This is an optimization exercise on Yosys and OpenROAD, whose aim is small area, a short achievable clock period and few clock cycles, not a production implementation. Function was checked by simulation only, so behaviour that the tests miss may differ from the original. Power figures rest on the tool's default switching activity, not on a simulated workload.

==> 07-02 <==
==> flow/design.v <==
module huffman(clk, reset, gray_valid, CNT_valid,  gray_data, CNT1, CNT2, CNT3, CNT4, CNT5, CNT6,
    code_valid, HC1, HC2, HC3, HC4, HC5, HC6, M1, M2, M3, M4, M5, M6);
input clk;
input reset;
input gray_valid;
input [7:0] gray_data;
output reg CNT_valid;
output [7:0] CNT1, CNT2, CNT3, CNT4, CNT5, CNT6;
output reg code_valid;
output [7:0] HC1, HC2, HC3, HC4, HC5, HC6;
output [7:0] M1, M2, M3, M4, M5, M6;
reg [6:0] W1, W2, W3, W4, W5;
reg [6:0] V;
reg [6:0] amount;    
reg [2:0] ptr [0:5];
reg [4:0] hc [0:5];
reg [4:0] m [0:5];
assign CNT1 = {1'b0, W5};
assign CNT2 = {1'b0, V};
assign CNT3 = {1'b0, W1};
assign CNT4 = {1'b0, W2};
assign CNT5 = {1'b0, W3};
assign CNT6 = {1'b0, W4};
assign HC1 = {3'b0, hc[0]};
assign HC2 = {3'b0, hc[1]};
assign HC3 = {3'b0, hc[2]};
assign HC4 = {3'b0, hc[3]};
assign HC5 = {3'b0, hc[4]};
assign HC6 = {3'b0, hc[5]};
assign M1 = {3'b0, m[0]};
assign M2 = {3'b0, m[1]};
assign M3 = {3'b0, m[2]};
assign M4 = {3'b0, m[3]};
assign M5 = {3'b0, m[4]};
assign M6 = {3'b0, m[5]};
wire counting = (amount < 7'd100);
wire sorting  = (amount >= 7'd100) && (amount <= 7'd104);
wire merging  = (amount >= 7'd105) && (amount <= 7'd109);
wire last_sort = (amount == 7'd104);
wire last_merge = (amount == 7'd109);
wire [5:1] U = {1'b0,
                amount == 7'd100,
                amount <= 7'd101,
                amount <= 7'd102,
                amount <= 7'd103};
wire [6:0] D = 7'd127;    
wire lt1 = W1 < V;
wire lt2 = W2 < V;
wire lt3 = W3 < V;
wire lt4 = W4 < V;
wire lt5 = W5 < V;
wire [6:1] T;
assign T[1] = merging ? lt2 : (lt1 | U[1]);
assign T[2] = merging ? lt3 : (lt2 | U[2]);
assign T[3] = merging ? lt4 : (lt3 | U[3]);
assign T[4] = merging ? lt5 : (lt4 | U[4]);
assign T[5] = merging ? 1'b0 : lt5;
assign T[6] = 1'b0;
wire [2:0] p = T[1] + T[2] + T[3] + T[4] + T[5];
wire [6:0] Wa1 = merging ? W3 : W2;
wire [6:0] Wa2 = merging ? W4 : W3;
wire [6:0] Wa3 = merging ? W5 : W4;
wire [6:0] Wa4 = merging ? D  : W5;
wire [6:0] Wa5 = D;
wire [6:0] Wb1 = merging ? W2 : W1;
wire [6:0] Wb2 = merging ? W3 : W2;
wire [6:0] Wb3 = merging ? W4 : W3;
wire [6:0] Wb4 = merging ? W5 : W4;
wire [6:0] Wb5 = merging ? D  : W5;
wire step = sorting | merging;
function [6:0] pick;
    input up, here;
    input [6:0] a, v, b;
    pick = up ? a : here ? v : b;
endfunction
wire [2:0] sym = gray_data[2:0];
wire take = counting & gray_valid;
wire [6:0] s1 = W2 + (merging ? W3 : W1);
wire [6:0] s2 = V + (merging ? W2 : W1);
wire sel1 = T[2];
always @(posedge clk) begin
    if (reset) begin
        amount <= 7'd0;
        CNT_valid <= 1'b0;
        code_valid <= 1'b0;
        V <= 7'd0;
        W1 <= 7'd0; W2 <= 7'd0; W3 <= 7'd0; W4 <= 7'd0; W5 <= 7'd0;
    end else begin
        CNT_valid <= take && amount == 7'd99;
        code_valid <= last_merge;
        if (take || (!counting && amount != 7'd110))
            amount <= amount + 7'd1;
        if (take) begin
            if (sym == 3'd1) W5 <= W5 + 7'd1;
            if (sym == 3'd2) V  <= V  + 7'd1;
            if (sym == 3'd3) W1 <= W1 + 7'd1;
            if (sym == 3'd4) W2 <= W2 + 7'd1;
            if (sym == 3'd5) W3 <= W3 + 7'd1;
            if (sym == 3'd6) W4 <= W4 + 7'd1;
        end
        if (step) begin
            W1 <= pick(T[2], T[1],          Wa1, V, Wb1);
            W2 <= pick(T[3], T[2] & !T[3],  Wa2, V, Wb2);
            W3 <= pick(T[4], T[3] & !T[4],  Wa3, V, Wb3);
            W4 <= pick(T[5], T[4] & !T[5],  Wa4, V, Wb4);
            W5 <= pick(1'b0, T[5],          Wa5, V, Wb5);
            if (sorting && !last_sort) V <= W1;
            else V <= sel1 ? s1 : s2;
        end
    end
end
integer s;
reg [2:0] j;
always @(posedge clk) begin
    if (reset) begin
        ptr[0] <= 3'd5;
        ptr[1] <= 3'd0;
        ptr[2] <= 3'd1;
        ptr[3] <= 3'd2;
        ptr[4] <= 3'd3;
        ptr[5] <= 3'd4;
    end else if (step) begin
        for (s = 0; s < 6; s = s + 1) begin
            j = ptr[s];
            if (sorting) begin
                if (j == 3'd0) ptr[s] <= p;
                else ptr[s] <= j - {2'b0, T[j]};
            end else begin
                if (j <= 3'd1) ptr[s] <= p;
                else ptr[s] <= j - 3'd1 - {2'b0, T[j-3'd1]};
            end
        end
    end
end
always @(posedge clk) begin
    if (reset) begin
        for (s = 0; s < 6; s = s + 1) begin
            hc[s] <= 5'd0;
            m[s] <= 5'd0;
        end
    end else if (merging) begin
        for (s = 0; s < 6; s = s + 1) begin
            if (ptr[s] <= 3'd1) begin
                m[s] <= {m[s][3:0], 1'b1};
                hc[s] <= hc[s] | (({m[s][3:0], 1'b1} & ~m[s]) & {5{ptr[s] == 3'd0}});
            end
        end
    end
end
endmodule
==> flow/run.sh <==
#!/bin/bash
# synth_recipe.tcl (not shown) runs the flow's synth.tcl, then flattens the netlist and writes it again
# the make line also repeats each setting of config.mk as NAME=value (left out here)
make -C /OpenROAD-flow-scripts/flow DESIGN_CONFIG=/design/flow/config.mk WORK_HOME=/design/flow/orfs CLKGATE_MAP_FILE= SYNTH_SCRIPT=/design/flow/synth_recipe.tcl finish
==> flow/config.mk <==
export PLATFORM = sky130hd
export DESIGN_NAME = huffman
export DESIGN_NICKNAME = huffman
export VERILOG_FILES = /design/flow/design.v
export SDC_FILE = /design/flow/constraint.sdc
export NUM_CORES = 4
export LEC_CHECK = 0
export CAP_MARGIN = 20
export CORE_MARGIN = 2
export CORE_UTILIZATION = 40
export PLACE_DENSITY = 0.6
export SLEW_MARGIN = 20
==> flow/constraint.sdc <==
create_clock -name core_clock -period 4.5 [get_ports {clk}]
set_input_delay 0.9000 -clock core_clock [delete_from_list [all_inputs] [get_ports {clk}]]
set_output_delay 0.9000 -clock core_clock [all_outputs]
set_load 0.01 [all_outputs]
==> 08-21: changes against 07-02 <==
==> flow/design.v (replaced) <==
module huffman(clk, reset, gray_valid, CNT_valid,  gray_data, CNT1, CNT2, CNT3, CNT4, CNT5, CNT6,
    code_valid, HC1, HC2, HC3, HC4, HC5, HC6, M1, M2, M3, M4, M5, M6);
input clk;
input reset;
input gray_valid;
input [7:0] gray_data;
output reg CNT_valid;
output [7:0] CNT1, CNT2, CNT3, CNT4, CNT5, CNT6;
output reg code_valid;
output [7:0] HC1, HC2, HC3, HC4, HC5, HC6;
output [7:0] M1, M2, M3, M4, M5, M6;
reg [6:0] W1, W2, W3, W4, W5;
reg [6:0] V;
reg [6:0] amount;    
reg [2:0] ptr [0:5];
reg [4:0] hc [0:5];
reg [4:0] m [0:5];
assign CNT1 = {1'b0, W5};
assign CNT2 = {1'b0, V};
assign CNT3 = {1'b0, W1};
assign CNT4 = {1'b0, W2};
assign CNT5 = {1'b0, W3};
assign CNT6 = {1'b0, W4};
assign HC1 = {3'b0, hc[0]};
assign HC2 = {3'b0, hc[1]};
assign HC3 = {3'b0, hc[2]};
assign HC4 = {3'b0, hc[3]};
assign HC5 = {3'b0, hc[4]};
assign HC6 = {3'b0, hc[5]};
assign M1 = {3'b0, m[0][4:1], 1'b1};
assign M2 = {3'b0, m[1][4:1], 1'b1};
assign M3 = {3'b0, m[2][4:1], 1'b1};
assign M4 = {3'b0, m[3][4:1], 1'b1};
assign M5 = {3'b0, m[4][4:1], 1'b1};
assign M6 = {3'b0, m[5][4:1], 1'b1};
reg counting, sorting, merging;
reg [4:1] U;
reg ph;              
reg [5:1] Tr;
wire last_sort = sorting & !U[1];
wire last_merge = merging & !U[1];
wire cmp_cycle = (sorting | merging) & !ph;
wire ins_cycle = (sorting | merging) & ph;
wire drop = merging & cmp_cycle;
function lt7;
    input [6:0] a, b;
    reg [6:0] l, g;
    begin
        l = ~a & b;
        g = a & ~b;
        lt7 = l[6] | ~g[6] & (l[5] | ~g[5] & (l[4] | ~g[4] & (l[3] | ~g[3] &
              (l[2] | ~g[2] & (l[1] | ~g[1] & l[0])))));
    end
endfunction
wire lt1 = lt7(W1, V);
wire lt2 = lt7(W2, V);
wire lt3 = lt7(W3, V);
wire lt4 = lt7(W4, V);
wire lt5 = lt7(W5, V);
wire [5:1] Tc;
assign Tc[1] = merging ? lt2 : (lt1 | U[1]);
assign Tc[2] = merging ? lt3 : (lt2 | U[2]);
assign Tc[3] = merging ? lt4 : (lt3 | U[3]);
assign Tc[4] = merging ? lt5 : (lt4 | U[4]);
assign Tc[5] = !merging & lt5;
wire [6:1] T = {1'b0, Tr};
wire [2:0] p = {T[4], T[2] & !T[4], (T[1] & !T[2]) | (T[3] & !T[4]) | T[5]};
wire [6:0] D = 7'd127;    
function [6:0] pick;
    input up, here;
    input [6:0] w1, w0, v;
    pick = here ? v : up ? w1 : w0;
endfunction
wire [2:0] sym = gray_data[2:0];
wire take = counting & gray_valid;
reg selw2, selv;
wire [6:0] vnext = W1 + (({7{selw2}} & W2) | ({7{selv}} & V));
always @(posedge clk) begin
    if (reset) begin
        amount <= 7'd0;
        counting <= 1'b1;
        sorting <= 1'b0;
        merging <= 1'b0;
        U <= 4'b1111;
        ph <= 1'b0;
        CNT_valid <= 1'b0;
        code_valid <= 1'b0;
        V <= 7'd0;
        W1 <= 7'd0; W2 <= 7'd0; W3 <= 7'd0; W4 <= 7'd0; W5 <= 7'd0;
    end else begin
        CNT_valid <= take && amount == 7'd99;
        code_valid <= last_merge;
        if (take) amount <= amount + 7'd1;
        if (take && amount == 7'd99) begin
            counting <= 1'b0;
            sorting <= 1'b1;
        end
        if (ins_cycle & last_sort) begin
            sorting <= 1'b0;
            merging <= 1'b1;
        end
        if (last_merge) merging <= 1'b0;
        ph <= cmp_cycle & !last_merge;
        if (ins_cycle) U <= last_sort ? 4'b1111 : {1'b0, U[4:2]};
        if (take) begin
            if (sym == 3'd1) W5 <= W5 + 7'd1;
            if (sym == 3'd2) V  <= V  + 7'd1;
            if (sym == 3'd3) W1 <= W1 + 7'd1;
            if (sym == 3'd4) W2 <= W2 + 7'd1;
            if (sym == 3'd5) W3 <= W3 + 7'd1;
            if (sym == 3'd6) W4 <= W4 + 7'd1;
        end
        if (drop) begin
            W1 <= W2; W2 <= W3; W3 <= W4; W4 <= W5; W5 <= D;
        end
        if (ins_cycle) begin
            W1 <= pick(T[2], T[1] & !T[2], W2, W1, V);
            W2 <= pick(T[3], T[2] & !T[3], W3, W2, V);
            W3 <= pick(T[4], T[3] & !T[4], W4, W3, V);
            W4 <= pick(T[5], T[4] & !T[5], W5, W4, V);
            W5 <= pick(1'b0, T[5],         D,  W5, V);
            V <= vnext;
        end
    end
end
wire sum_next = merging | last_sort;
always @(posedge clk) begin
    Tr <= Tc;
    selw2 <= sum_next & Tc[2];
    selv <= sum_next & !Tc[2];
end
wire [2:0] dst0 = p;
wire [2:0] dst1 = T[1] ? 3'd0 : 3'd1;
wire [2:0] dst2 = T[2] ? 3'd1 : 3'd2;
wire [2:0] dst3 = T[3] ? 3'd2 : 3'd3;
wire [2:0] dst4 = T[4] ? 3'd3 : 3'd4;
wire [2:0] dst5 = T[5] ? 3'd4 : 3'd5;
function [2:0] dst;
    input [2:0] j;
    input [2:0] d0, d1, d2, d3, d4, d5;
    case (j)
        3'd0: dst = d0;
        3'd1: dst = d1;
        3'd2: dst = d2;
        3'd3: dst = d3;
        3'd4: dst = d4;
        default: dst = d5;
    endcase
endfunction
integer s;
always @(posedge clk) begin
    if (counting) begin
        ptr[0] <= 3'd5;
        ptr[1] <= 3'd0;
        ptr[2] <= 3'd1;
        ptr[3] <= 3'd2;
        ptr[4] <= 3'd3;
        ptr[5] <= 3'd4;
    end else if (drop) begin
        for (s = 0; s < 6; s = s + 1)
            if (ptr[s] != 3'd0) ptr[s] <= ptr[s] - 3'd1;
    end else if (ins_cycle) begin
        for (s = 0; s < 6; s = s + 1)
            ptr[s] <= dst(ptr[s], dst0, dst1, dst2, dst3, dst4, dst5);
    end
end
always @(posedge clk) begin
    if (counting) begin
        for (s = 0; s < 6; s = s + 1) begin
            hc[s] <= 5'd0;
            m[s] <= 5'd0;
        end
    end else if (drop) begin
        for (s = 0; s < 6; s = s + 1) begin
            if (ptr[s] <= 3'd1) begin
                m[s] <= {m[s][3:0], 1'b1};
                hc[s] <= hc[s] | (({m[s][3:0], 1'b1} & ~m[s]) & {5{ptr[s] == 3'd0}});
            end
        end
    end
end
endmodule
==> flow/flow/run.sh (new file) <==
#!/bin/bash
# Standard layout, but with the smallest buffer on the ports.
set -euo pipefail
sed 's|"\${@:-finish}"|BUFFER_PORTS_ARGS="-buffer_cell sky130_fd_sc_hd__buf_1" "${@:-finish}"|' standard.sh > my_standard.sh
bash my_standard.sh > flow.log 2>&1
==> flow/standard.sh (new file) <==
#!/bin/bash
# synth_recipe.tcl (not shown) runs the flow's synth.tcl, then flattens the netlist and writes it again
# the make line also repeats each setting of config.mk as NAME=value (left out here)
make -C /OpenROAD-flow-scripts/flow DESIGN_CONFIG=/design/flow/config.mk WORK_HOME=/design/flow/orfs CLKGATE_MAP_FILE= SYNTH_SCRIPT=/design/flow/synth_recipe.tcl "${@:-finish}"
Settings changed: CORE_UTILIZATION 40 to 70, CTS_BUF_LIST from default to sky130_fd_sc_hd__clkbuf_8, PLACE_DENSITY 0.6 to 0.8, SETUP_SLACK_MARGIN from default to 2.3.
removed: flow/run.sh
==> results.py <==
metrics = {
    "cells_and_area": {
        "inv_count": 70,
        "nNetsFinal": 1571,
        "nClkBuffers": 17,
        "multi_input_area_um2": 6880,
        "final_area_um2": 12200,
        "drive_gt1_frac": 0.0809,
        "layoutNonFillerInstCount": 1801,
    },
    "global_route": {
        "grt_max_degree": 76,
    },
    "yosys": {
        "netlist_instances": 1357,
        "synth_common_cells": "nor2_1, a21oi_1, dfxtp_1",
        "yosysTopAreaCellShare": 0.253,
    },
    "power_and_ir_drop": {
        "powerClk_uw": 1420,
        "power-top-group": "clock",
    },
    "critical_path": {
        "worst-path-stages": 21,
    },
    "placement": {
        "dp_cells": 1769,
    },
    "sta": {
        "final.setup.worst_slack_ns": 0.319,
    },
    "status": {
        "outcome": "no timing/DRC/antenna violations",
    },
    "die": {
        "coreArea_um2": 25100,
    },
}
(the above is from 07-02)
==> results.py <==
metrics = {
    "status": {
        "outcome": "no timing/DRC/antenna violations",
    },
    "critical_path": {
        "worst-path-stages": 1,
    },
    "yosys": {
        "synth_common_cells": "dfxtp_1, nor2_1, a21oi_1",
        "yosysTopAreaCellShare": 0.324,
        "netlist_instances": 1100,
    },
    "power_and_ir_drop": {
        "power-top-group": "sequential cells",
        "powerClk_uw": 973,
    },
    "global_route": {
        "grt_max_degree": 79,
    },
    "die": {
        "coreArea_um2": 12500,
    },
    "cells_and_area": {
        "drive_gt1_frac": 0.0810,
        "nClkBuffers": 21,
        "inv_count": 84,
        "nNetsFinal": 1210,
        "layoutNonFillerInstCount": 1333,
    },
    "route": {
        "drc": 0,
    },
    "placement": {
        "dp_cells": 1295,
    },
}
(the above is from 08-21)
Testbench counts of 07-02, summed over its fixed seeds: cycles 35,520.
Testbench counts of 08-21, summed over its fixed seeds: cycles 38,400.

==> re-timing with driven ports <==
How much do the figures lean on ideal ports? The routed layouts below were timed once more, with nothing changed but the port constraints. Step 1 (the two cells are an assumption about what drives the block):
set clk [get_ports {clk}]
set_driving_cell -lib_cell sky130_fd_sc_hd__clkbuf_16 $clk
set_driving_cell -lib_cell sky130_fd_sc_hd__buf_2 [delete_from_list [all_inputs] $clk]
Step 2 moves the port delays by t, midway between the first and last clock arrival at a register: inputs arrive t later, outputs are due t later. That takes back most of the time a late clock gives input paths. Three values: ideal ports, drivers, drivers and shift; two values: the first two.
run | shift t [ns] | setup slack, ns | hold slack, ns | worst setup path after step 2 | cell pins on the clock port's net
07-02 | 0.469 | 0.319 / 0.319 / 0.319 | 0.473 / 0.473 / 0.473 | register to register | 1
08-21 | 0.492 | 2.334 / 2.297 / 1.982 | 0.466 / 0.466 / 0.466 | input to register | 1
After both steps every run listed still meets setup and hold. The setup slack of 08-21, which loses most, moves by -0.037 ns with the drivers and by -0.352 ns with both steps.
